From an optimization exercise on the open Yosys and OpenROAD flow, aimed at small area; shortcuts taken in it are not production practice.
At most, simulation tests tie the RTL to the original design; equivalence was not proved.
The clock port is modelled as an ideal driver; clocking choices that lean on that would not hold on a real chip.
Power figures rest on the tool's default switching activity, not on a simulated workload.

==> module top_stopwatch, before the edit <==
module top_stopwatch (
    input wire clk,
    input wire CLR,
    input wire PAUSE,
    input wire record_btn_raw,
    input wire browse_btn_raw,
    output wire [15:0] DATA,
    output wire [1:0] LED_TEST,
    output wire LED15,
    output wire LED14,
    output wire LED13,
    output wire LED12
);
    wire rst_n = CLR;
    reg [1:0] lo;
    reg [2:0] hi;
    reg [2:0] hi_next;
    wire tick_scan = (lo == 2'b01);
    wire tick_cnt  = tick_scan & (hi == 3'b011);
    always @(*) begin
        case (hi)
            3'b000: hi_next = 3'b001;
            3'b001: hi_next = 3'b011;
            3'b011: hi_next = 3'b111;
            3'b111: hi_next = 3'b110;
            default: hi_next = 3'b000;
        endcase
    end
    always @(posedge clk or negedge rst_n) begin
        if (!rst_n) begin
            lo <= 2'b00;
            hi <= 3'b000;
        end
        else begin
            lo <= {lo[0], ~lo[1]};
            if (lo == 2'b10)
                hi <= hi_next;
        end
    end
    reg rec_dly, brw_dly;
    wire rec_press = ~record_btn_raw & rec_dly;
    wire brw_press = ~browse_btn_raw & brw_dly;
    always @(posedge clk or negedge rst_n) begin
        if (!rst_n) begin
            rec_dly <= 1'b1;
            brw_dly <= 1'b1;
        end
        else begin
            rec_dly <= record_btn_raw;
            brw_dly <= browse_btn_raw;
        end
    end
    localparam [2:0] LIVE = 3'b010;
    function [2:0] jnext;
        input [2:0] c;
        jnext = {c[1:0], ~c[2]};
    endfunction
    reg [2:0] browse;
    reg [2:0] scan;
    reg [2:0] rec_idx;
    wire browsing = (browse != LIVE);
    wire do_record = rec_press & ~browsing;
    always @(posedge clk or negedge rst_n) begin
        if (!rst_n) begin
            browse  <= LIVE;
            rec_idx <= 3'b000;
        end
        else begin
            if (browsing) begin
                if (rec_press)
                    browse <= jnext(browse);
                else if (brw_press)
                    browse <= LIVE;
            end
            else begin
                if (rec_press)
                    rec_idx <= jnext(rec_idx);
                else if (brw_press)
                    browse <= 3'b000;
            end
        end
    end
    reg [6:0] centi;
    reg [5:0] sec;
    reg [5:0] min;
    wire en_c = tick_cnt & PAUSE & ~browsing;
    wire wrap_c = en_c & centi[6] & centi[5] & centi[1] & centi[0];
    wire wrap_s = wrap_c & sec[5] & sec[4] & sec[3] & sec[1] & sec[0];
    wire wrap_m = wrap_s & min[5] & min[4] & min[3] & min[1] & min[0];
    wire [6:0] t_c;
    wire [5:0] t_s, t_m;
    assign t_c[0] = en_c;
    assign t_s[0] = wrap_c;
    assign t_m[0] = wrap_s;
    genvar gi;
    generate
        for (gi = 1; gi < 7; gi = gi + 1) begin : g_c
            assign t_c[gi] = t_c[gi-1] & centi[gi-1];
        end
        for (gi = 1; gi < 6; gi = gi + 1) begin : g_sm
            assign t_s[gi] = t_s[gi-1] & sec[gi-1];
            assign t_m[gi] = t_m[gi-1] & min[gi-1];
        end
    endgenerate
    always @(posedge clk or negedge rst_n) begin
        if (!rst_n) begin
            centi <= 7'd0;
            sec <= 6'd0;
            min <= 6'd0;
        end
        else begin
            centi <= (centi ^ t_c) & ~({7{wrap_c}} & 7'b1100100);
            sec <= (sec ^ t_s) & ~({6{wrap_s}} & 6'b111100);
            min <= (min ^ t_m) & ~({6{wrap_m}} & 6'b111100);
        end
    end
    wire [18:0] live = {min, sec, centi};
    wire clear = (scan == 3'd0);
    reg [18:0] slot0, slot1, slot2, slot3, slot4, slot5;
    always @(posedge clk) begin
        if (clear || (do_record && rec_idx == 3'b000)) slot0 <= live;
        if (clear || (do_record && rec_idx == 3'b001)) slot1 <= live;
        if (clear || (do_record && rec_idx == 3'b011)) slot2 <= live;
        if (clear || (do_record && rec_idx == 3'b111)) slot3 <= live;
        if (clear || (do_record && rec_idx == 3'b110)) slot4 <= live;
        if (clear || (do_record && rec_idx == 3'b100)) slot5 <= live;
    end
    reg [2:0] src;
    always @(posedge clk)
        src <= browse;
    reg [18:0] shown;
    always @(*) begin
        case (src)
            3'b000: shown = slot0;
            3'b001: shown = slot1;
            3'b011: shown = slot2;
            3'b111: shown = slot3;
            3'b110: shown = slot4;
            3'b100: shown = slot5;
            LIVE:   shown = live;
            default: shown = 19'd0;
        endcase
    end
    reg [3:0] digit;    
    wire [2:0] next_d = (scan == 3'd6) ? 3'd0 : scan;
    reg [6:0] field;
    always @(*) begin
        case (next_d[2:1])
            2'd0: field = {1'b0, shown[18:13]};
            2'd1: field = {1'b0, shown[12:7]};
            default: field = shown[6:0];
        endcase
    end
    wire [3:0] tens = field / 7'd10;
    wire [3:0] ones = field % 7'd10;
    always @(posedge clk or negedge rst_n) begin
        if (!rst_n) begin
            scan <= 3'd0;
            digit <= 4'd8;
        end
        else if (tick_scan) begin
            scan <= next_d + 3'd1;
            digit <= next_d[0] ? ones : tens;
        end
    end
    reg [7:0] sel;
    always @(*) begin
        case (scan)
            3'd1: sel = 8'b00000010;
            3'd2: sel = 8'b00000001;
            3'd3: sel = 8'b10000000;
            3'd4: sel = 8'b01000000;
            3'd5: sel = 8'b00100000;
            3'd6: sel = 8'b00010000;
            default: sel = 8'b00000000;
        endcase
    end
    wire [6:0] seg;
    bcd_to_seg7 u_seg (.bcd(digit), .seg7(seg));
    assign DATA = {sel, 1'b0, seg};
    assign LED_TEST = {brw_press, rec_press};
    assign LED15 = ~CLR;
    assign LED14 = ~PAUSE;
    assign LED13 = ~record_btn_raw;
    assign LED12 = ~browse_btn_raw;
endmodule
==> flow/config.mk <==
export PLATFORM = sky130hd
export DESIGN_NAME = top_stopwatch
export DESIGN_NICKNAME = top_stopwatch
export VERILOG_FILES = /design/flow/design.v
export SDC_FILE = /design/flow/constraint.sdc
export NUM_CORES = 4
export LEC_CHECK = 0
export ABC_AREA = 1
export CAP_MARGIN = 0
export CORE_MARGIN = 2
export CORE_UTILIZATION = 65
export PLACE_DENSITY = 0.75
export SLEW_MARGIN = 0
==> flow/constraint.sdc <==
create_clock -name core_clock -period 10.0 [get_ports {clk}]
set_input_delay 2.0000 -clock core_clock [delete_from_list [all_inputs] [get_ports {clk}]]
set_output_delay 2.0000 -clock core_clock [all_outputs]
set_load 0.01 [all_outputs]
standard.sh (not shown) runs the stock make flow with config.mk's settings and CLKGATE_MAP_FILE= SYNTH_SCRIPT=/design/flow/synth_recipe.tcl, a recipe that flattens the netlist after the stock synthesis.
==> flow/flow/run.sh <==
#!/bin/bash
# Own layout flow: the standard flow (standard.sh), with these changes to how
# the layout is made:
#   * synthesis maps the combinational logic with an area-oriented ABC script
#     (flow/abc_area.script) instead of ORFS's abc_area.script; registers are
#     mapped by the unchanged standard synthesis before ABC runs;
#   * port buffers use sky130_fd_sc_hd__buf_1 (still one buffer per port);
#   * clock tree synthesis uses clkbuf_4 leaf buffers under a clkbuf_8 root and
#     inserts no dummy loads; after it, flow/post_cts.tcl upsizes to clkbuf_8
#     each leaf buffer whose estimated clock-pin slew is over 100 ps.
# Each step's full output goes to a log file of its own in this folder.
set -euo pipefail
W=$(pwd)
rm -rf "$W/scripts_mod"
cp -r "$FLOW_HOME/scripts" "$W/scripts_mod"
cp "$W/flow/abc_area.script" "$W/scripts_mod/abc_area.script"
export SCRIPTS_DIR="$W/scripts_mod"
export BUFFER_PORTS_ARGS="-buffer_cell sky130_fd_sc_hd__buf_1"
export CTS_ARGS="-sink_clustering_enable -repair_clock_nets -dont_use_dummy_load -buf_list sky130_fd_sc_hd__clkbuf_4 -root_buf sky130_fd_sc_hd__clkbuf_8"
export POST_CTS_TCL="$W/flow/post_cts.tcl"
bash standard.sh synth > "$W/log_synth.txt" 2>&1
bash standard.sh floorplan > "$W/log_floorplan.txt" 2>&1
bash standard.sh place > "$W/log_place.txt" 2>&1
bash standard.sh cts > "$W/log_cts.txt" 2>&1
bash standard.sh route > "$W/log_route.txt" 2>&1
bash standard.sh finish > "$W/log_finish.txt" 2>&1
test -f "$W/out/final.def"
Other scripts of this flow, unchanged in this note and not shown: flow/flow/abc_area.script, flow/flow/post_cts.tcl
==> next run, changes <==
--- a/flow/design.v
+++ b/flow/design.v
@@ -134,9 +134,9 @@
             min <= (min ^ t_m) & ~({6{wrap_m}} & 6'b111100);
         end
     end
     wire [18:0] live = {min, sec, centi};
-    wire clear = (scan == 3'd0);
+    wire clear = (scan == 3'd2);
     reg [18:0] slot0, slot1, slot2, slot3, slot4, slot5;
     always @(posedge clk) begin
         if (clear || (do_record && rec_idx == 3'b000)) slot0 <= live;
         if (clear || (do_record && rec_idx == 3'b001)) slot1 <= live;
@@ -161,12 +161,27 @@
             default: shown = 19'd0;
         endcase
     end
     reg [3:0] digit;    
-    wire [2:0] next_d = (scan == 3'd6) ? 3'd0 : scan;
+    reg [2:0] scan_n;
+    reg [1:0] fsel;
+    reg dsel;
+    reg [7:0] sel;
+    always @(*) begin
+        case (scan)
+            3'd2: begin scan_n = 3'd0; fsel = 2'd0; dsel = 1'b0; sel = 8'b00000000; end
+            3'd0: begin scan_n = 3'd1; fsel = 2'd0; dsel = 1'b1; sel = 8'b00000010; end
+            3'd1: begin scan_n = 3'd3; fsel = 2'd1; dsel = 1'b0; sel = 8'b00000001; end
+            3'd3: begin scan_n = 3'd7; fsel = 2'd1; dsel = 1'b1; sel = 8'b10000000; end
+            3'd7: begin scan_n = 3'd6; fsel = 2'd2; dsel = 1'b0; sel = 8'b01000000; end
+            3'd6: begin scan_n = 3'd4; fsel = 2'd2; dsel = 1'b1; sel = 8'b00100000; end
+            3'd4: begin scan_n = 3'd0; fsel = 2'd0; dsel = 1'b0; sel = 8'b00010000; end
+            default: begin scan_n = 3'd0; fsel = 2'd0; dsel = 1'b0; sel = 8'b00000000; end
+        endcase
+    end
     reg [6:0] field;
     always @(*) begin
-        case (next_d[2:1])
+        case (fsel)
             2'd0: field = {1'b0, shown[18:13]};
             2'd1: field = {1'b0, shown[12:7]};
             default: field = shown[6:0];
         endcase
@@ -174,27 +189,15 @@
     wire [3:0] tens = field / 7'd10;
     wire [3:0] ones = field % 7'd10;
     always @(posedge clk or negedge rst_n) begin
         if (!rst_n) begin
-            scan <= 3'd0;
+            scan <= 3'd2;
             digit <= 4'd8;
         end
         else if (tick_scan) begin
-            scan <= next_d + 3'd1;
-            digit <= next_d[0] ? ones : tens;
-        end
-    end
-    reg [7:0] sel;
-    always @(*) begin
-        case (scan)
-            3'd1: sel = 8'b00000010;
-            3'd2: sel = 8'b00000001;
-            3'd3: sel = 8'b10000000;
-            3'd4: sel = 8'b01000000;
-            3'd5: sel = 8'b00100000;
-            3'd6: sel = 8'b00010000;
-            default: sel = 8'b00000000;
-        endcase
+            scan <= scan_n;
+            digit <= dsel ? ones : tens;
+        end
     end
     wire [6:0] seg;
     bcd_to_seg7 u_seg (.bcd(digit), .seg7(seg));
     assign DATA = {sel, 1'b0, seg};
After rerunning:
- first-iteration DRC count increases by 9.4%
- synthesized area fell by 0.36%
- combinational power falls by about 0.9%
- setup slack gets better by 0.081 ns
- cell area barely changes
- register-to-register slack degrades by 0.16 ns
- non-clock buffer count went up by 1
- sequential share of layout area rises by 0.11 points
- total power shrinks by 1.1%
- die area falls by 0.34%
- synthesized cell count went down by 0.69%
- maximum frequency grows by 1.6%
- clock power goes up by about 2%
No functional check of the RTL was part of the second run of this note.

==> port drivers added, routing unchanged <==
The results above use ideal ports. As a check the final layouts listed here were re-extracted and re-timed, cells and wires unchanged.
Step 1 (the two cells are an assumption about what drives the block):
set clk [get_ports {clk}]
set_driving_cell -lib_cell sky130_fd_sc_hd__clkbuf_16 $clk
set_driving_cell -lib_cell sky130_fd_sc_hd__buf_2 [delete_from_list [all_inputs] $clk]
Step 2, shift: input delay + t, output delay - t, t = (earliest + latest rising clock arrival at the registers) / 2. This alone moves slack from input paths to output paths.
a / b / c = no drivers / after step 1 / after step 2; a / b = the first two.
run | t, ns | setup slack, ns | worst setup path after step 2 | pins driven straight from the clock port
the first run | 0.440 | 4.926 / 4.904 / 4.904 | input to output | 1
the second run | 0.442 | 5.007 / 5.007 / 5.007 | register to register | 1
After both steps setup and hold are still met in every run listed. The setup slack of the first run, which loses most, moves by -0.022 ns with the drivers and by -0.022 ns with both steps.
